From an optimization exercise on the open Yosys and OpenROAD flow, aimed at small area, a short achievable clock period and few clock cycles per item; shortcuts taken in it are not production practice. Where RTL was checked, it was by simulation tests only, not by an equivalence proof against the original.

==> inputs of run a <==
## MCycle
module MCycle
#(
    parameter WIDTH = 32
)
(
    input CLK,
    input RESET,
    input Start,
    input [1:0] MCycleOp,
    input [WIDTH-1:0] Operand1,
    input [WIDTH-1:0] Operand2,
    output [WIDTH-1:0] Result,
    output Busy
);
clock: 6.5 ns
lec_check: 0
abc_area: 1
cap_margin: 20
core_margin: 2
core_utilization: 22
gpl_routability_driven: 1
setup_slack_margin: 2.9
slew_margin: 20
synth_hierarchical: 1
tns_end_percent: 10
run.sh (not shown) runs the stock make flow with config.mk's settings and CLKGATE_MAP_FILE= SYNTH_SCRIPT=/design/flow/synth_recipe.tcl, a recipe that flattens the netlist after the stock synthesis.
==> inputs of run b, as changes to run a <==
--- a/flow/design.v
+++ b/flow/design.v
@@ -84,14 +84,13 @@
     wire        iinf1 = (ie1 == 8'hff) && (Operand1[22:0] == 23'd0);
     wire        iinf2 = (ie2 == 8'hff) && (Operand2[22:0] == 23'd0);
     wire [32:0] iagb_s = padd({1'b0, Operand1[30:0]}, ~{1'b0, Operand2[30:0]}, 1'b1);
     wire        iagb  = iagb_s[32];
     wire [32:0] id12_s = padd({24'd0, ie1}, ~{24'd0, ie2}, 1'b1);
     wire [32:0] id21_s = padd({24'd0, ie2}, ~{24'd0, ie1}, 1'b1);
-    wire [3:0]  im = (MCycleOp != 2'd3) ? Operand2[3:0] : iz2 ? 4'b0000 : Operand2[4:1];
-    wire        ifm0 = (MCycleOp == 2'd3) && !iz1 && !iz2 && Operand2[0];
+    wire [3:0]  im = (MCycleOp == 2'd3 && iz2) ? 4'b0000 : Operand2[3:0];
     wire        s1 = X[31], s2 = Y[31];
     wire [7:0]  e1 = X[30:23], e2 = Y[30:23];
     wire [22:0] f1 = X[22:0], f2 = Y[22:0];
     wire        fa_align = (op == 2'd2) && (stg == 2'd0);
     wire        agb   = A3;
     wire [7:0]  dexp  = E[8] ? E2 : E[7:0];              
@@ -111,35 +110,29 @@
     wire        nan2 = (e2 == 8'hff) && (f2 != 23'd0);
     wire        fa_nan  = nan1 | nan2 | (inf1 & inf2 & (s1 != s2));
     wire        fa_pinf = (inf1 & ~s1) | (inf2 & ~s2);
     wire        fa_ninf = (inf1 & s1) | (inf2 & s2);
     wire        fa_sub  = s1 ^ s2;
     wire        fa_sgn  = fa_pinf ? 1'b0 : fa_ninf ? 1'b1 : (quirk ? ~sb : sb);
-    wire [31:0] shin = !busy ? Operand2 : (op == 2'd1) ? Y :
+    wire [31:0] shin = (op == 2'd1) ? Y :
                        fa_align ? {8'b0, rev24(ms)} :
                        {R[24:0] ^ {25{F[3]}}, 7'b0};
-    wire [24:0] fmag  = R[24:0] ^ {25{F[3]}};
-    wire        fzero = (fmag == 25'd0);
-    wire        fast2 = F[2] | F[1] | fzero | (fmag[24:22] != 3'd0);
-    wire [1:0]  fsm   = fmag[24] ? 2'd0 : fmag[23] ? 2'd1 : 2'd2;
-    wire        fa_st2 = (op == 2'd2) && (stg == 2'd2);
     wire [4:0]  shamt = fa_align ? (kill ? 5'd31 : dexp[4:0]) :
-                        (op == 2'd3) ? {4'b0, ~R[24]} : (op == 2'd1) ? i0[4:0] :
-                        fa_st2 ? {3'b0, fsm} : cnt;
+                        (op == 2'd3) ? {4'b0, ~R[24]} : (op == 2'd1) ? i0[4:0] : cnt;
     wire [31:0] shout = shin << shamt;
     wire [5:0]  lz_in = lzc32(shin);
-    wire [5:0]  ilz1  = lzc32(Operand1);
+    wire [5:0]  lz_x  = lzc32(X);
     wire [32:0] i0_s  = padd({27'd0, cnt}, ~{26'd0, E[5:0]}, 1'b1);
     wire [5:0]  i0    = i0_s[5:0];
-    wire [31:0] xs1   = Operand1 | {1'b0, Operand1[31:1]};
+    wire [31:0] xs1   = X | {1'b0, X[31:1]};
     wire [31:0] xs2   = xs1 | {2'b0, xs1[31:2]};
     wire [31:0] xs4   = xs2 | {4'b0, xs2[31:4]};
     wire [31:0] xs8   = xs4 | {8'b0, xs4[31:8]};
     wire [31:0] xsm   = xs8 | {16'b0, xs8[31:16]};    
-    wire        div_b0 = (Operand2 == 32'd0);
-    wire        dquit = (MCycleOp == 2'd1) && (div_b0 || ((Operand2 & ~xsm) != 32'd0));
+    wire        div_b0 = (Y == 32'd0);
+    wire        dquit = div_b0 | ((Y & ~xsm) != 32'd0);    
     wire [32:0] S;
     mc_adder u_add (.a(R), .x(X), .one(one_q), .two(two_q), .neg(neg_q), .cin(cin_q),
                     .one1(one1_q), .two1(two1_q), .neg1(neg1_q), .s(S));
     wire        cout = S[32];
     function [2:0] benc;    
         input b2, b1, b0;
@@ -148,71 +141,70 @@
     wire [2:0]  nd0 = benc(Y[5], Y[4], Y[3]);
     wire [2:0]  nd1 = benc(Y[7], Y[6], Y[5]);
     wire [2:0]  id0 = benc(im[1], im[0], 1'b0);
     wire [2:0]  id1 = benc(im[3], im[2], im[1]);
     wire [32:0] esum_s  = padd({23'd0, E}, {24'd0, E2}, 1'b0);
     wire [32:0] esum2_s = padd(esum_s[31:0], 32'd386, 1'b0);
-    wire [32:0] fexp_s = padd({23'd0, E}, ~{27'd0, shamt}, 1'b1);
+    wire [32:0] fexp_s = padd({23'd0, E}, ~{27'd0, cnt}, 1'b1);
     wire [8:0]  em1  = E - 9'd1;
     wire [8:0]  fexp = op[0] ? (R[24] ? E : em1) : fexp_s[8:0];
     wire        finf = F[1] | (op[0] & fexp[8]);
     wire [31:0] fres = F[2] ? 32'h7FC0_0000 :
                        finf ? {F[0], 8'hff, 23'd0} :
-                       (fzero & ~op[0]) ? 32'd0 : {F[0], fexp[7:0], shout[30:8]};
-    wire div_step = (op == 2'd1) && (stg == 2'd1);
+                       (F[4] & ~op[0]) ? 32'd0 : {F[0], fexp[7:0], shout[30:8]};
+    wire div_step = (op == 2'd1) && (stg == 2'd2);
     reg done;
     always @(*) begin
         case (op)
-            2'd0: done = (Y[31:3] == 29'd0) || (X[27:0] == 28'd0);    
-            2'd1: done = div_step && (cnt == 5'd0);
-            2'd2: done = (stg == 2'd3) || (fa_st2 && fast2);
+            2'd0: done = (Y[31:3] == 29'd0);
+            2'd1: done = (stg == 2'd0) ? dquit : div_step && (cnt == 5'd0);
+            2'd2: done = (stg == 2'd3);
             default: done = (stg == 2'd1);
         endcase
     end
     always @(posedge CLK or posedge RESET) begin
         if (RESET)
             busy <= 1'b0;
         else if (!busy)
-            busy <= Start && !dquit;
+            busy <= Start;
         else if (done)
             busy <= 1'b0;
     end
     wire r_add   = busy && ((op == 2'd0) || (div_step && cnt != 5'd0) ||
-                            (op == 2'd2 && stg == 2'd1) || 1'b0);
-    wire r_addsh = busy && (op == 2'd3) && (stg == 2'd0);
+                            (op == 2'd2 && stg == 2'd1) || (op == 2'd3 && stg == 2'd0 && cnt == 5'd0));
+    wire r_addsh = busy && (op == 2'd3) && (stg == 2'd0) && (cnt != 5'd0);
     wire r_quot  = busy && div_step && (cnt == 5'd0);
     wire r_oth   = ~(r_add | r_addsh | r_quot);
     reg [31:0] r_other;
     always @(*) begin
         r_other = fres;
         if (!busy)
-            r_other = dquit ? {32{div_b0}} :
-                      {7'd0, ifm0, Operand1[22:0] & {23{ifm0}}, 1'b0};    
+            r_other = 32'd0;
         else if (op == 2'd1)
-            r_other = X;
+            r_other = (stg == 2'd0) ? {32{div_b0}} : X;
         else if (fa_align)
             r_other = {6'd0, quirk, 1'b0, rev24(shout[23:0])};
-        else if (fa_st2 && !fast2)
+        else if (op == 2'd2 && stg == 2'd2)
             r_other = R;
     end
     always @(posedge CLK)
         R <= ({32{r_add}} & S[31:0]) | ({32{r_addsh}} & {{4{S[31]}}, S[31:4]}) |
              ({32{r_quot}} & {Y[30:0], cout}) | ({32{r_oth}} & r_other);
     reg [31:0] y_other;
     reg        neg_other, cin_other;
     always @(*) begin
         y_other = Y;
         neg_other = nd0[0];
         cin_other = nd0[0];
         if (!busy) begin
-            y_other = (MCycleOp == 2'd3) ? (iz2 ? 32'd0 : {9'd0, 1'b1, Operand2[22:1]}) : Operand2;
+            y_other = (MCycleOp == 2'd3) ? (iz2 ? 32'd0 : {8'd0, 1'b1, Operand2[22:0]}) : Operand2;
             neg_other = id0[0];
             cin_other = id0[0];
         end else if (op == 2'd0 || op == 2'd3) begin
             y_other = {4'b0, Y[31:4]};
-        end else if (op == 2'd1 && stg == 2'd0) begin
+        end else if (op == 2'd1 && stg == 2'd1) begin
             y_other = 32'd0;
             neg_other = 1'b1;
             cin_other = 1'b1;
         end else if (fa_align) begin
             neg_other = fa_sub | quirk;
             cin_other = quirk;
@@ -241,31 +233,35 @@
         E2 <= (MCycleOp == 2'd3) ? ie2 : id21_s[7:0];
     end
     always @(posedge CLK) begin
         if (!busy) begin
             op   <= MCycleOp;
             stg  <= 2'd0;
-            cnt  <= (MCycleOp == 2'd1) ? lz_in[4:0] : 5'd5;
+            cnt  <= 5'd6;
             if (MCycleOp == 2'd3) begin
-                X <= iz1 ? 32'd0 : {6'd0, 1'b1, Operand1[22:0], 2'b0};
+                X <= iz1 ? 32'd0 : {7'd0, 1'b1, Operand1[22:0], 1'b0};
                 E <= {1'b0, ie1};
             end else begin
                 X <= Operand1;
-                E <= (MCycleOp == 2'd1) ? {3'd0, ilz1} : id12_s[8:0];
+                E <= id12_s[8:0];
             end
             F <= {1'b0, 1'b0, inan1 | inan2, iinf1 | iinf2, Operand1[31] ^ Operand2[31]};
         end else begin
             case (op)
                 2'd0: begin
                     X <= {X[27:0], 4'b0};
                 end
                 2'd1: begin
                     if (stg == 2'd0) begin
+                        cnt    <= lz_in[4:0];
+                        E[5:0] <= lz_x;
+                        stg    <= 2'd1;
+                    end else if (stg == 2'd1) begin
                         X   <= shout;
                         cnt <= i0[4:0];
-                        stg <= 2'd1;
+                        stg <= 2'd2;
                     end else begin
                         X   <= {1'b0, X[31:1]};
                         cnt <= cnt - 5'd1;
                     end
                 end
                 2'd2: begin
@@ -273,18 +269,19 @@
                     if (stg == 2'd0) begin
                         X <= {8'd0, zb ? 24'd0 : mb};
                         E <= ebp1[8:0];
                         F <= {1'b0, fa_sub & ~quirk, fa_nan, fa_pinf | fa_ninf, fa_sgn};
                     end else if (stg == 2'd2) begin
                         cnt  <= lz_in[4:0];
+                        F[4] <= lz_in[5];
                     end
                 end
                 default: begin
                     if (stg == 2'd0) begin
                         cnt <= cnt - 5'd1;
-                        if (cnt == 5'd5) E <= esum2_s[8:0];
+                        if (cnt == 5'd6) E <= esum2_s[8:0];
                         if (cnt == 5'd0) stg <= 2'd1;
                     end
                 end
             endcase
         end
     end
==> flow/config.mk (replaced) <==
export PLATFORM = sky130hd
export DESIGN_NAME = MCycle
export DESIGN_NICKNAME = MCycle
export VERILOG_FILES = /design/flow/design.v
export SDC_FILE = /design/flow/constraint.sdc
export NUM_CORES = 4
export LEC_CHECK = 0
export ABC_AREA = 1
export CAP_MARGIN = 20
export CORE_MARGIN = 2
export CORE_UTILIZATION = 30
export GPL_ROUTABILITY_DRIVEN = 1
export SETUP_SLACK_MARGIN = 2.6
export SLEW_MARGIN = 20
export SYNTH_HIERARCHICAL = 1
==> notes <==
Between run a and run b, the lower final cell count is in run b (gap about 6%, measured against run b). Against run b, the register-to-register slack of run a is higher by 0.08 ns. Clock-buffer cell count is the same in run a and run b. Critical path depth: run a is higher than run b (4). Of run b and run a, run b has the higher flip-flop and latch count (gap 1). Synthesized cell count: run b is higher than run a (4.6%). Between run b and run a, the lower wire length is in run b (gap 4.5%, measured against run a).
==> figures <==
Status: run a timing/DRC/antenna clean; run b timing/DRC/antenna clean
Data required time of the critical path: run a 6.89 ns; run b 6.60 ns
WL met1: run a 44100 µm; run b 40100 µm
Adder and majority gate portion of the synthesized area: run a 11.9%; run b 11.7%
Number of antenna violations at the first check in global routing: run a 2; run b 1
Wire length of the first global-routing pass: run a 151000 µm; run b 146000 µm
Placed cell area: run a 21400 µm²; run b 21400 µm²
Met1 track demand over resource: run a 31.0%; run b 38.4%
Proportion of synthesized chip area in sequential cells: run a 18.2%; run b 17.7%
WL met3: run a 14100 µm; run b 11800 µm
Placed cells: run a 4197; run b 4015
Total length of routed met2 wires: run a 45300 µm; run b 44300 µm
Max Fanout on Critical Path: run a 16; run b 13
Number of standard cells in the final layout excluding fillers: run a 4390; run b 4150
Testbench counts of run a, summed over its fixed seeds: cycles 14,740, items 1,920.
Testbench counts of run b, summed over its fixed seeds: cycles 16,284, items 1,920.

* * *

==> quartz <==
MCycle, a different RTL version from the one above (not shown whole).
make LEC_CHECK=0 ABC_AREA=1 CAP_MARGIN=20 CORE_MARGIN=2 CORE_UTILIZATION=30 GPL_ROUTABILITY_DRIVEN=1 SETUP_SLACK_MARGIN=2.6 SLEW_MARGIN=20 SYNTH_HIERARCHICAL=1 finish   # period 6.5 ns
==> inputs of umber, as changes to quartz <==
--- a/flow/design.v
+++ b/flow/design.v
@@ -19,15 +19,14 @@
     reg        one_q, two_q, neg_q, cin_q;    
     reg        one1_q, two1_q, neg1_q;        
     reg [31:0] R, X, Y;
     reg [8:0]  E;
     reg [7:0]  E2;    
     reg [4:0]  F;     
     reg        A3;    
-    reg        dz;    
     assign Result = R;
     assign Busy = busy;
     function [32:0] padd;
         input [31:0] a, b;
         input cin;
         reg [32:0] g, p, G, P;
         integer l, i, j;
@@ -84,15 +83,16 @@
     wire        inan2 = (ie2 == 8'hff) && (Operand2[22:0] != 23'd0);
     wire        iinf1 = (ie1 == 8'hff) && (Operand1[22:0] == 23'd0);
     wire        iinf2 = (ie2 == 8'hff) && (Operand2[22:0] == 23'd0);
     wire [32:0] iagb_s = padd({1'b0, Operand1[30:0]}, ~{1'b0, Operand2[30:0]}, 1'b1);
     wire        iagb  = iagb_s[32];
     wire [32:0] id12_s = padd({24'd0, ie1}, ~{24'd0, ie2}, 1'b1);
     wire [32:0] id21_s = padd({24'd0, ie2}, ~{24'd0, ie1}, 1'b1);
-    wire [3:0]  im = (MCycleOp == 2'd3 && iz2) ? 4'b0000 : Operand2[3:0];
+    wire [3:0]  im = (MCycleOp != 2'd3) ? Operand2[3:0] : iz2 ? 4'b0000 : Operand2[4:1];
+    wire        ifm0 = (MCycleOp == 2'd3) && !iz1 && !iz2 && Operand2[0];
     wire        s1 = X[31], s2 = Y[31];
     wire [7:0]  e1 = X[30:23], e2 = Y[30:23];
     wire [22:0] f1 = X[22:0], f2 = Y[22:0];
     wire        fa_align = (op == 2'd2) && (stg == 2'd0);
     wire        agb   = A3;
     wire [7:0]  dexp  = E[8] ? E2 : E[7:0];              
     wire        zs    = agb ? (e2 == 8'd0) : (e1 == 8'd0);
@@ -110,96 +110,110 @@
     wire        nan1 = (e1 == 8'hff) && (f1 != 23'd0);
     wire        nan2 = (e2 == 8'hff) && (f2 != 23'd0);
     wire        fa_nan  = nan1 | nan2 | (inf1 & inf2 & (s1 != s2));
     wire        fa_pinf = (inf1 & ~s1) | (inf2 & ~s2);
     wire        fa_ninf = (inf1 & s1) | (inf2 & s2);
     wire        fa_sub  = s1 ^ s2;
     wire        fa_sgn  = fa_pinf ? 1'b0 : fa_ninf ? 1'b1 : (quirk ? ~sb : sb);
-    wire [31:0] shin = (op == 2'd1) ? Y :
+    wire [31:0] shin = !busy ? Operand2 : (op == 2'd1) ? Y :
                        fa_align ? {8'b0, rev24(ms)} :
                        {R[24:0] ^ {25{F[3]}}, 7'b0};
+    wire [24:0] fmag  = R[24:0] ^ {25{F[3]}};
+    wire        fzero = (fmag == 25'd0);
+    wire        fast2 = F[2] | F[1] | fzero | (fmag[24:22] != 3'd0);
+    wire [1:0]  fsm   = fmag[24] ? 2'd0 : fmag[23] ? 2'd1 : 2'd2;
+    wire        fa_st2 = (op == 2'd2) && (stg == 2'd2);
     wire [4:0]  shamt = fa_align ? (kill ? 5'd31 : dexp[4:0]) :
-                        (op == 2'd3) ? {4'b0, ~R[24]} : cnt;
+                        (op == 2'd3) ? {4'b0, ~R[24]} : (op == 2'd1) ? i0[4:0] :
+                        fa_st2 ? {3'b0, fsm} : cnt;
     wire [31:0] shout = shin << shamt;
     wire [5:0]  lz_in = lzc32(shin);
-    wire [5:0]  lz_x  = lzc32(X);
-    wire [32:0] i0_s  = padd({26'd0, dz, cnt}, ~{26'd0, E[5:0]}, 1'b1);
-    wire [5:0]  i0    = i0_s[5:0];           
+    wire [5:0]  ilz1  = lzc32(Operand1);
+    wire [32:0] i0_s  = padd({27'd0, cnt}, ~{26'd0, E[5:0]}, 1'b1);
+    wire [5:0]  i0    = i0_s[5:0];
+    wire [31:0] xs1   = Operand1 | {1'b0, Operand1[31:1]};
+    wire [31:0] xs2   = xs1 | {2'b0, xs1[31:2]};
+    wire [31:0] xs4   = xs2 | {4'b0, xs2[31:4]};
+    wire [31:0] xs8   = xs4 | {8'b0, xs4[31:8]};
+    wire [31:0] xsm   = xs8 | {16'b0, xs8[31:16]};    
+    wire        div_b0 = (Operand2 == 32'd0);
+    wire        dquit = (MCycleOp == 2'd1) && (div_b0 || ((Operand2 & ~xsm) != 32'd0));
     wire [32:0] S;
     mc_adder u_add (.a(R), .x(X), .one(one_q), .two(two_q), .neg(neg_q), .cin(cin_q),
                     .one1(one1_q), .two1(two1_q), .neg1(neg1_q), .s(S));
     wire        cout = S[32];
     function [2:0] benc;    
         input b2, b1, b0;
         benc = {b1 ^ b0, (b2 & ~b1 & ~b0) | (~b2 & b1 & b0), b2};
     endfunction
     wire [2:0]  nd0 = benc(Y[5], Y[4], Y[3]);
     wire [2:0]  nd1 = benc(Y[7], Y[6], Y[5]);
     wire [2:0]  id0 = benc(im[1], im[0], 1'b0);
     wire [2:0]  id1 = benc(im[3], im[2], im[1]);
     wire [32:0] esum_s  = padd({23'd0, E}, {24'd0, E2}, 1'b0);
     wire [32:0] esum2_s = padd(esum_s[31:0], 32'd386, 1'b0);
-    wire [32:0] fexp_s = padd({23'd0, E}, ~{27'd0, cnt}, 1'b1);
+    wire [32:0] fexp_s = padd({23'd0, E}, ~{27'd0, shamt}, 1'b1);
     wire [8:0]  em1  = E - 9'd1;
     wire [8:0]  fexp = op[0] ? (R[24] ? E : em1) : fexp_s[8:0];
     wire        finf = F[1] | (op[0] & fexp[8]);
     wire [31:0] fres = F[2] ? 32'h7FC0_0000 :
                        finf ? {F[0], 8'hff, 23'd0} :
-                       (F[4] & ~op[0]) ? 32'd0 : {F[0], fexp[7:0], shout[30:8]};
-    wire div_step = (op == 2'd1) && (stg == 2'd3);
+                       (fzero & ~op[0]) ? 32'd0 : {F[0], fexp[7:0], shout[30:8]};
+    wire div_step = (op == 2'd1) && (stg == 2'd1);
     reg done;
     always @(*) begin
         case (op)
-            2'd0: done = (Y[31:3] == 29'd0);
-            2'd1: done = (stg == 2'd1) ? (dz | i0[5]) : div_step && (cnt == 5'd0);
-            2'd2: done = (stg == 2'd3);
+            2'd0: done = (Y[31:3] == 29'd0) || (X[27:0] == 28'd0);    
+            2'd1: done = div_step && (cnt == 5'd0);
+            2'd2: done = (stg == 2'd3) || (fa_st2 && fast2);
             default: done = (stg == 2'd1);
         endcase
     end
     always @(posedge CLK or posedge RESET) begin
         if (RESET)
             busy <= 1'b0;
         else if (!busy)
-            busy <= Start;
+            busy <= Start && !dquit;
         else if (done)
             busy <= 1'b0;
     end
     wire r_add   = busy && ((op == 2'd0) || (div_step && cnt != 5'd0) ||
-                            (op == 2'd2 && stg == 2'd1) || (op == 2'd3 && stg == 2'd0 && cnt == 5'd0));
-    wire r_addsh = busy && (op == 2'd3) && (stg == 2'd0) && (cnt != 5'd0);
+                            (op == 2'd2 && stg == 2'd1) || 1'b0);
+    wire r_addsh = busy && (op == 2'd3) && (stg == 2'd0);
     wire r_quot  = busy && div_step && (cnt == 5'd0);
     wire r_oth   = ~(r_add | r_addsh | r_quot);
     reg [31:0] r_other;
     always @(*) begin
         r_other = fres;
         if (!busy)
-            r_other = 32'd0;
+            r_other = dquit ? {32{div_b0}} :
+                      {7'd0, ifm0, Operand1[22:0] & {23{ifm0}}, 1'b0};    
         else if (op == 2'd1)
-            r_other = (stg == 2'd1) ? {32{dz}} : (stg == 2'd2) ? X : 32'd0;
+            r_other = X;
         else if (fa_align)
             r_other = {6'd0, quirk, 1'b0, rev24(shout[23:0])};
-        else if (op == 2'd2 && stg == 2'd2)
+        else if (fa_st2 && !fast2)
             r_other = R;
     end
     always @(posedge CLK)
         R <= ({32{r_add}} & S[31:0]) | ({32{r_addsh}} & {{4{S[31]}}, S[31:4]}) |
              ({32{r_quot}} & {Y[30:0], cout}) | ({32{r_oth}} & r_other);
     reg [31:0] y_other;
     reg        neg_other, cin_other;
     always @(*) begin
         y_other = Y;
         neg_other = nd0[0];
         cin_other = nd0[0];
         if (!busy) begin
-            y_other = (MCycleOp == 2'd3) ? (iz2 ? 32'd0 : {8'd0, 1'b1, Operand2[22:0]}) : Operand2;
+            y_other = (MCycleOp == 2'd3) ? (iz2 ? 32'd0 : {9'd0, 1'b1, Operand2[22:1]}) : Operand2;
             neg_other = id0[0];
             cin_other = id0[0];
         end else if (op == 2'd0 || op == 2'd3) begin
             y_other = {4'b0, Y[31:4]};
-        end else if (op == 2'd1 && stg == 2'd2) begin
+        end else if (op == 2'd1 && stg == 2'd0) begin
             y_other = 32'd0;
             neg_other = 1'b1;
             cin_other = 1'b1;
         end else if (fa_align) begin
             neg_other = fa_sub | quirk;
             cin_other = quirk;
         end
@@ -226,60 +240,52 @@
         A3 <= iagb;
         E2 <= (MCycleOp == 2'd3) ? ie2 : id21_s[7:0];
     end
     always @(posedge CLK) begin
         if (!busy) begin
             op   <= MCycleOp;
             stg  <= 2'd0;
-            cnt  <= 5'd6;
+            cnt  <= (MCycleOp == 2'd1) ? lz_in[4:0] : 5'd5;
             if (MCycleOp == 2'd3) begin
-                X <= iz1 ? 32'd0 : {7'd0, 1'b1, Operand1[22:0], 1'b0};
+                X <= iz1 ? 32'd0 : {6'd0, 1'b1, Operand1[22:0], 2'b0};
                 E <= {1'b0, ie1};
             end else begin
                 X <= Operand1;
-                E <= id12_s[8:0];
+                E <= (MCycleOp == 2'd1) ? {3'd0, ilz1} : id12_s[8:0];
             end
             F <= {1'b0, 1'b0, inan1 | inan2, iinf1 | iinf2, Operand1[31] ^ Operand2[31]};
         end else begin
             case (op)
                 2'd0: begin
                     X <= {X[27:0], 4'b0};
                 end
                 2'd1: begin
                     if (stg == 2'd0) begin
-                        E[5:0] <= lz_x;
-                        cnt    <= lz_in[4:0];
-                        dz     <= lz_in[5];
-                        stg    <= 2'd1;
-                    end else if (stg == 2'd1) begin
-                        cnt <= i0[4:0];
-                        stg <= 2'd2;
-                    end else if (stg == 2'd2) begin
                         X   <= shout;
-                        stg <= 2'd3;
+                        cnt <= i0[4:0];
+                        stg <= 2'd1;
                     end else begin
                         X   <= {1'b0, X[31:1]};
                         cnt <= cnt - 5'd1;
                     end
                 end
                 2'd2: begin
                     stg <= stg + 2'd1;
                     if (stg == 2'd0) begin
                         X <= {8'd0, zb ? 24'd0 : mb};
                         E <= ebp1[8:0];
                         F <= {1'b0, fa_sub & ~quirk, fa_nan, fa_pinf | fa_ninf, fa_sgn};
                     end else if (stg == 2'd2) begin
                         cnt  <= lz_in[4:0];
-                        F[4] <= lz_in[5];
                     end
                 end
                 default: begin
                     if (stg == 2'd0) begin
                         cnt <= cnt - 5'd1;
-                        if (cnt == 5'd6) E <= esum2_s[8:0];
+                        if (cnt == 5'd5) E <= esum2_s[8:0];
                         if (cnt == 5'd0) stg <= 2'd1;
                     end
                 end
             endcase
         end
     end
 endmodule
@@ -307,12 +313,13 @@
                         P[i] = P[i] & P[j];
                     end
             padd = {G[32], p[32:1] ^ G[31:0]};
         end
     endfunction
     wire [31:0] p0 = (({32{one}} & x) | ({32{two}} & {x[30:0], 1'b0})) ^ {32{neg}};
     wire [31:0] p1 = (({32{one1}} & {x[29:0], 2'b0}) | ({32{two1}} & {x[28:0], 3'b0})) ^ {32{neg1}};
-    wire [31:0] cs = a ^ p0 ^ p1;
-    wire [31:0] cc = (a & p0) | (a & p1) | (p0 & p1);
+    wire [31:0] t1 = a ^ p1;
+    wire [31:0] cs = t1 ^ p0;
+    wire [31:0] cc = (a & p1) | (t1 & p0);
     wire [32:0] t  = padd(cs, {cc[30:0], neg1}, cin);
     assign s = {t[32] ^ cc[31], t[31:0]};
 endmodule
==> flow/config.mk (replaced) <==
export PLATFORM = sky130hd
export DESIGN_NAME = MCycle
export DESIGN_NICKNAME = MCycle
export VERILOG_FILES = /design/flow/design.v
export SDC_FILE = /design/flow/constraint.sdc
export NUM_CORES = 4
export LEC_CHECK = 0
export ABC_AREA = 1
export CAP_MARGIN = 20
export CORE_MARGIN = 2
export CORE_UTILIZATION = 18
export GPL_ROUTABILITY_DRIVEN = 1
export SETUP_SLACK_MARGIN = 2.9
export SLEW_MARGIN = 20
export SYNTH_HIERARCHICAL = 1
export TNS_END_PERCENT = 10
==> inputs of fjord, as changes to quartz <==
--- a/flow/design.v
+++ b/flow/design.v
@@ -19,15 +19,14 @@
     reg        one_q, two_q, neg_q, cin_q;    
     reg        one1_q, two1_q, neg1_q;        
     reg [31:0] R, X, Y;
     reg [8:0]  E;
     reg [7:0]  E2;    
     reg [4:0]  F;     
     reg        A3;    
-    reg        dz;    
     assign Result = R;
     assign Busy = busy;
     function [32:0] padd;
         input [31:0] a, b;
         input cin;
         reg [32:0] g, p, G, P;
         integer l, i, j;
@@ -84,15 +83,16 @@
     wire        inan2 = (ie2 == 8'hff) && (Operand2[22:0] != 23'd0);
     wire        iinf1 = (ie1 == 8'hff) && (Operand1[22:0] == 23'd0);
     wire        iinf2 = (ie2 == 8'hff) && (Operand2[22:0] == 23'd0);
     wire [32:0] iagb_s = padd({1'b0, Operand1[30:0]}, ~{1'b0, Operand2[30:0]}, 1'b1);
     wire        iagb  = iagb_s[32];
     wire [32:0] id12_s = padd({24'd0, ie1}, ~{24'd0, ie2}, 1'b1);
     wire [32:0] id21_s = padd({24'd0, ie2}, ~{24'd0, ie1}, 1'b1);
-    wire [3:0]  im = (MCycleOp == 2'd3 && iz2) ? 4'b0000 : Operand2[3:0];
+    wire [3:0]  im = (MCycleOp != 2'd3) ? Operand2[3:0] : iz2 ? 4'b0000 : Operand2[4:1];
+    wire        ifm0 = (MCycleOp == 2'd3) && !iz1 && !iz2 && Operand2[0];
     wire        s1 = X[31], s2 = Y[31];
     wire [7:0]  e1 = X[30:23], e2 = Y[30:23];
     wire [22:0] f1 = X[22:0], f2 = Y[22:0];
     wire        fa_align = (op == 2'd2) && (stg == 2'd0);
     wire        agb   = A3;
     wire [7:0]  dexp  = E[8] ? E2 : E[7:0];              
     wire        zs    = agb ? (e2 == 8'd0) : (e1 == 8'd0);
@@ -110,96 +110,110 @@
     wire        nan1 = (e1 == 8'hff) && (f1 != 23'd0);
     wire        nan2 = (e2 == 8'hff) && (f2 != 23'd0);
     wire        fa_nan  = nan1 | nan2 | (inf1 & inf2 & (s1 != s2));
     wire        fa_pinf = (inf1 & ~s1) | (inf2 & ~s2);
     wire        fa_ninf = (inf1 & s1) | (inf2 & s2);
     wire        fa_sub  = s1 ^ s2;
     wire        fa_sgn  = fa_pinf ? 1'b0 : fa_ninf ? 1'b1 : (quirk ? ~sb : sb);
-    wire [31:0] shin = (op == 2'd1) ? Y :
+    wire [31:0] shin = !busy ? Operand2 : (op == 2'd1) ? Y :
                        fa_align ? {8'b0, rev24(ms)} :
                        {R[24:0] ^ {25{F[3]}}, 7'b0};
+    wire [24:0] fmag  = R[24:0] ^ {25{F[3]}};
+    wire        fzero = (fmag == 25'd0);
+    wire        fast2 = F[2] | F[1] | fzero | (fmag[24:22] != 3'd0);
+    wire [1:0]  fsm   = fmag[24] ? 2'd0 : fmag[23] ? 2'd1 : 2'd2;
+    wire        fa_st2 = (op == 2'd2) && (stg == 2'd2);
     wire [4:0]  shamt = fa_align ? (kill ? 5'd31 : dexp[4:0]) :
-                        (op == 2'd3) ? {4'b0, ~R[24]} : cnt;
+                        (op == 2'd3) ? {4'b0, ~R[24]} : (op == 2'd1) ? i0[4:0] :
+                        fa_st2 ? {3'b0, fsm} : cnt;
     wire [31:0] shout = shin << shamt;
     wire [5:0]  lz_in = lzc32(shin);
-    wire [5:0]  lz_x  = lzc32(X);
-    wire [32:0] i0_s  = padd({26'd0, dz, cnt}, ~{26'd0, E[5:0]}, 1'b1);
-    wire [5:0]  i0    = i0_s[5:0];           
+    wire [5:0]  ilz1  = lzc32(Operand1);
+    wire [32:0] i0_s  = padd({27'd0, cnt}, ~{26'd0, E[5:0]}, 1'b1);
+    wire [5:0]  i0    = i0_s[5:0];
+    wire [31:0] xs1   = Operand1 | {1'b0, Operand1[31:1]};
+    wire [31:0] xs2   = xs1 | {2'b0, xs1[31:2]};
+    wire [31:0] xs4   = xs2 | {4'b0, xs2[31:4]};
+    wire [31:0] xs8   = xs4 | {8'b0, xs4[31:8]};
+    wire [31:0] xsm   = xs8 | {16'b0, xs8[31:16]};    
+    wire        div_b0 = (Operand2 == 32'd0);
+    wire        dquit = (MCycleOp == 2'd1) && (div_b0 || ((Operand2 & ~xsm) != 32'd0));
     wire [32:0] S;
     mc_adder u_add (.a(R), .x(X), .one(one_q), .two(two_q), .neg(neg_q), .cin(cin_q),
                     .one1(one1_q), .two1(two1_q), .neg1(neg1_q), .s(S));
     wire        cout = S[32];
     function [2:0] benc;    
         input b2, b1, b0;
         benc = {b1 ^ b0, (b2 & ~b1 & ~b0) | (~b2 & b1 & b0), b2};
     endfunction
     wire [2:0]  nd0 = benc(Y[5], Y[4], Y[3]);
     wire [2:0]  nd1 = benc(Y[7], Y[6], Y[5]);
     wire [2:0]  id0 = benc(im[1], im[0], 1'b0);
     wire [2:0]  id1 = benc(im[3], im[2], im[1]);
     wire [32:0] esum_s  = padd({23'd0, E}, {24'd0, E2}, 1'b0);
     wire [32:0] esum2_s = padd(esum_s[31:0], 32'd386, 1'b0);
-    wire [32:0] fexp_s = padd({23'd0, E}, ~{27'd0, cnt}, 1'b1);
+    wire [32:0] fexp_s = padd({23'd0, E}, ~{27'd0, shamt}, 1'b1);
     wire [8:0]  em1  = E - 9'd1;
     wire [8:0]  fexp = op[0] ? (R[24] ? E : em1) : fexp_s[8:0];
     wire        finf = F[1] | (op[0] & fexp[8]);
     wire [31:0] fres = F[2] ? 32'h7FC0_0000 :
                        finf ? {F[0], 8'hff, 23'd0} :
-                       (F[4] & ~op[0]) ? 32'd0 : {F[0], fexp[7:0], shout[30:8]};
-    wire div_step = (op == 2'd1) && (stg == 2'd3);
+                       (fzero & ~op[0]) ? 32'd0 : {F[0], fexp[7:0], shout[30:8]};
+    wire div_step = (op == 2'd1) && (stg == 2'd1);
     reg done;
     always @(*) begin
         case (op)
-            2'd0: done = (Y[31:3] == 29'd0);
-            2'd1: done = (stg == 2'd1) ? (dz | i0[5]) : div_step && (cnt == 5'd0);
-            2'd2: done = (stg == 2'd3);
+            2'd0: done = (Y[31:3] == 29'd0) || (X[27:0] == 28'd0);    
+            2'd1: done = div_step && (cnt == 5'd0);
+            2'd2: done = (stg == 2'd3) || (fa_st2 && fast2);
             default: done = (stg == 2'd1);
         endcase
     end
     always @(posedge CLK or posedge RESET) begin
         if (RESET)
             busy <= 1'b0;
         else if (!busy)
-            busy <= Start;
+            busy <= Start && !dquit;
         else if (done)
             busy <= 1'b0;
     end
     wire r_add   = busy && ((op == 2'd0) || (div_step && cnt != 5'd0) ||
-                            (op == 2'd2 && stg == 2'd1) || (op == 2'd3 && stg == 2'd0 && cnt == 5'd0));
-    wire r_addsh = busy && (op == 2'd3) && (stg == 2'd0) && (cnt != 5'd0);
+                            (op == 2'd2 && stg == 2'd1) || 1'b0);
+    wire r_addsh = busy && (op == 2'd3) && (stg == 2'd0);
     wire r_quot  = busy && div_step && (cnt == 5'd0);
     wire r_oth   = ~(r_add | r_addsh | r_quot);
     reg [31:0] r_other;
     always @(*) begin
         r_other = fres;
         if (!busy)
-            r_other = 32'd0;
+            r_other = dquit ? {32{div_b0}} :
+                      {7'd0, ifm0, Operand1[22:0] & {23{ifm0}}, 1'b0};    
         else if (op == 2'd1)
-            r_other = (stg == 2'd1) ? {32{dz}} : (stg == 2'd2) ? X : 32'd0;
+            r_other = X;
         else if (fa_align)
             r_other = {6'd0, quirk, 1'b0, rev24(shout[23:0])};
-        else if (op == 2'd2 && stg == 2'd2)
+        else if (fa_st2 && !fast2)
             r_other = R;
     end
     always @(posedge CLK)
         R <= ({32{r_add}} & S[31:0]) | ({32{r_addsh}} & {{4{S[31]}}, S[31:4]}) |
              ({32{r_quot}} & {Y[30:0], cout}) | ({32{r_oth}} & r_other);
     reg [31:0] y_other;
     reg        neg_other, cin_other;
     always @(*) begin
         y_other = Y;
         neg_other = nd0[0];
         cin_other = nd0[0];
         if (!busy) begin
-            y_other = (MCycleOp == 2'd3) ? (iz2 ? 32'd0 : {8'd0, 1'b1, Operand2[22:0]}) : Operand2;
+            y_other = (MCycleOp == 2'd3) ? (iz2 ? 32'd0 : {9'd0, 1'b1, Operand2[22:1]}) : Operand2;
             neg_other = id0[0];
             cin_other = id0[0];
         end else if (op == 2'd0 || op == 2'd3) begin
             y_other = {4'b0, Y[31:4]};
-        end else if (op == 2'd1 && stg == 2'd2) begin
+        end else if (op == 2'd1 && stg == 2'd0) begin
             y_other = 32'd0;
             neg_other = 1'b1;
             cin_other = 1'b1;
         end else if (fa_align) begin
             neg_other = fa_sub | quirk;
             cin_other = quirk;
         end
@@ -226,60 +240,52 @@
         A3 <= iagb;
         E2 <= (MCycleOp == 2'd3) ? ie2 : id21_s[7:0];
     end
     always @(posedge CLK) begin
         if (!busy) begin
             op   <= MCycleOp;
             stg  <= 2'd0;
-            cnt  <= 5'd6;
+            cnt  <= (MCycleOp == 2'd1) ? lz_in[4:0] : 5'd5;
             if (MCycleOp == 2'd3) begin
-                X <= iz1 ? 32'd0 : {7'd0, 1'b1, Operand1[22:0], 1'b0};
+                X <= iz1 ? 32'd0 : {6'd0, 1'b1, Operand1[22:0], 2'b0};
                 E <= {1'b0, ie1};
             end else begin
                 X <= Operand1;
-                E <= id12_s[8:0];
+                E <= (MCycleOp == 2'd1) ? {3'd0, ilz1} : id12_s[8:0];
             end
             F <= {1'b0, 1'b0, inan1 | inan2, iinf1 | iinf2, Operand1[31] ^ Operand2[31]};
         end else begin
             case (op)
                 2'd0: begin
                     X <= {X[27:0], 4'b0};
                 end
                 2'd1: begin
                     if (stg == 2'd0) begin
-                        E[5:0] <= lz_x;
-                        cnt    <= lz_in[4:0];
-                        dz     <= lz_in[5];
-                        stg    <= 2'd1;
-                    end else if (stg == 2'd1) begin
-                        cnt <= i0[4:0];
-                        stg <= 2'd2;
-                    end else if (stg == 2'd2) begin
                         X   <= shout;
-                        stg <= 2'd3;
+                        cnt <= i0[4:0];
+                        stg <= 2'd1;
                     end else begin
                         X   <= {1'b0, X[31:1]};
                         cnt <= cnt - 5'd1;
                     end
                 end
                 2'd2: begin
                     stg <= stg + 2'd1;
                     if (stg == 2'd0) begin
                         X <= {8'd0, zb ? 24'd0 : mb};
                         E <= ebp1[8:0];
                         F <= {1'b0, fa_sub & ~quirk, fa_nan, fa_pinf | fa_ninf, fa_sgn};
                     end else if (stg == 2'd2) begin
                         cnt  <= lz_in[4:0];
-                        F[4] <= lz_in[5];
                     end
                 end
                 default: begin
                     if (stg == 2'd0) begin
                         cnt <= cnt - 5'd1;
-                        if (cnt == 5'd6) E <= esum2_s[8:0];
+                        if (cnt == 5'd5) E <= esum2_s[8:0];
                         if (cnt == 5'd0) stg <= 2'd1;
                     end
                 end
             endcase
         end
     end
 endmodule
@@ -307,12 +313,13 @@
                         P[i] = P[i] & P[j];
                     end
             padd = {G[32], p[32:1] ^ G[31:0]};
         end
     endfunction
     wire [31:0] p0 = (({32{one}} & x) | ({32{two}} & {x[30:0], 1'b0})) ^ {32{neg}};
     wire [31:0] p1 = (({32{one1}} & {x[29:0], 2'b0}) | ({32{two1}} & {x[28:0], 3'b0})) ^ {32{neg1}};
-    wire [31:0] cs = a ^ p0 ^ p1;
-    wire [31:0] cc = (a & p0) | (a & p1) | (p0 & p1);
+    wire [31:0] t1 = a ^ p1;
+    wire [31:0] cs = t1 ^ p0;
+    wire [31:0] cc = (a & p1) | (t1 & p0);
     wire [32:0] t  = padd(cs, {cc[30:0], neg1}, cin);
     assign s = {t[32] ^ cc[31], t[31:0]};
 endmodule
==> flow/config.mk (replaced) <==
export PLATFORM = sky130hd
export DESIGN_NAME = MCycle
export DESIGN_NICKNAME = MCycle
export VERILOG_FILES = /design/flow/design.v
export SDC_FILE = /design/flow/constraint.sdc
export NUM_CORES = 4
export LEC_CHECK = 0
export ABC_AREA = 1
export CAP_MARGIN = 20
export CORE_MARGIN = 2
export CORE_UTILIZATION = 40
export GPL_ROUTABILITY_DRIVEN = 1
export SETUP_SLACK_MARGIN = 2.9
export SLEW_MARGIN = 20
export SYNTH_HIERARCHICAL = 1
export TNS_END_PERCENT = 10
==> comparison table <==
Netlist area before placement: fjord 19400 sq um; umber 19400 sq um; quartz 19900 sq um
Count of multi-input combinational gates: fjord 2355; umber 2355; quartz 2426
Count of nets after finishing: fjord 3469; umber 3407; quartz 3476
Register bit count reported by yosys: fjord 135; umber 135; quartz 137
Portion of synthesized cell area occupied by the leading cell type: fjord 0.147; umber 0.147; quartz 0.149
Count of different cell masters after synthesis: fjord 72; umber 72; quartz 64
Final Critical Period: fjord 3.86 ns; umber 3.95 ns; quartz 3.93 ns
Timing endpoint of the critical path: fjord neg_q; umber Y[0]; quartz R[13]
Number of enable-type register cells in the synthesized netlist: fjord 83; umber 83; quartz 79
Fraction of final layout cells sized beyond drive strength 1: fjord 0.196; umber 0.142; quartz 0.0843
Topmost layer with routed signal wires: fjord met5; umber met4; quartz met4
Sum of net half-perimeters after detailed placement: fjord 86000 um; umber 87300 um; quartz 76600 um
Number of vias per cell after detailed routing: fjord 6.47; umber 5.25; quartz 5.79
Total placed instance area: fjord 20800 sq um; umber 21700 sq um; quartz 21500 sq um
Run status: fjord timing/DRC/antenna clean; umber timing/DRC/antenna clean; quartz timing/DRC/antenna clean
Clk Latency, worst-skew pair: fjord 0.48 ns; umber 0.48 ns; quartz 0.47 ns
Testbench counts of umber, summed over its fixed seeds: cycles 14,740, items 1,920.
Testbench counts of fjord, summed over its fixed seeds: cycles 14,740, items 1,920.
No functional check of the RTL was part of quartz.

==> re-timing with driven ports <==
The results above use ideal ports. As a check the final layouts listed here were re-extracted and re-timed, cells and wires unchanged. Step 1, drivers: a clkbuf_16 drives CLK and a buf_2 each remaining input, both assumed. Step 2 times the ports against the registers' clock, not the clock port: input delays grow and output delays shrink by t, the midpoint of the rising clock arrivals with the driver on. Three values: ideal ports, drivers, drivers and shift; two values: the first two.
| run | shift t [ns] | setup WS [ns] | worst data-port slew with drivers (ns) | pins driven straight from the clock port |
|---|---|---|---|---|
| run a | 0.534 | 2.663 / 2.663 / 2.287 | 0.07 | 1 |
| run b | 0.527 | 2.581 / 2.581 / 2.376 | 0.05 | 1 |
| quartz | 0.515 | 2.573 / 2.573 / 2.222 | 0.05 | 1 |
| umber | 0.537 | 2.545 / 2.545 / 2.125 | 0.10 | 1 |
| fjord | 0.523 | 2.640 / 2.640 / 2.203 | 0.06 | 1 |
After both steps every run listed still meets setup and hold. The setup slack of fjord, which loses most, moves by 0.000 ns with the drivers and by -0.437 ns with both steps.
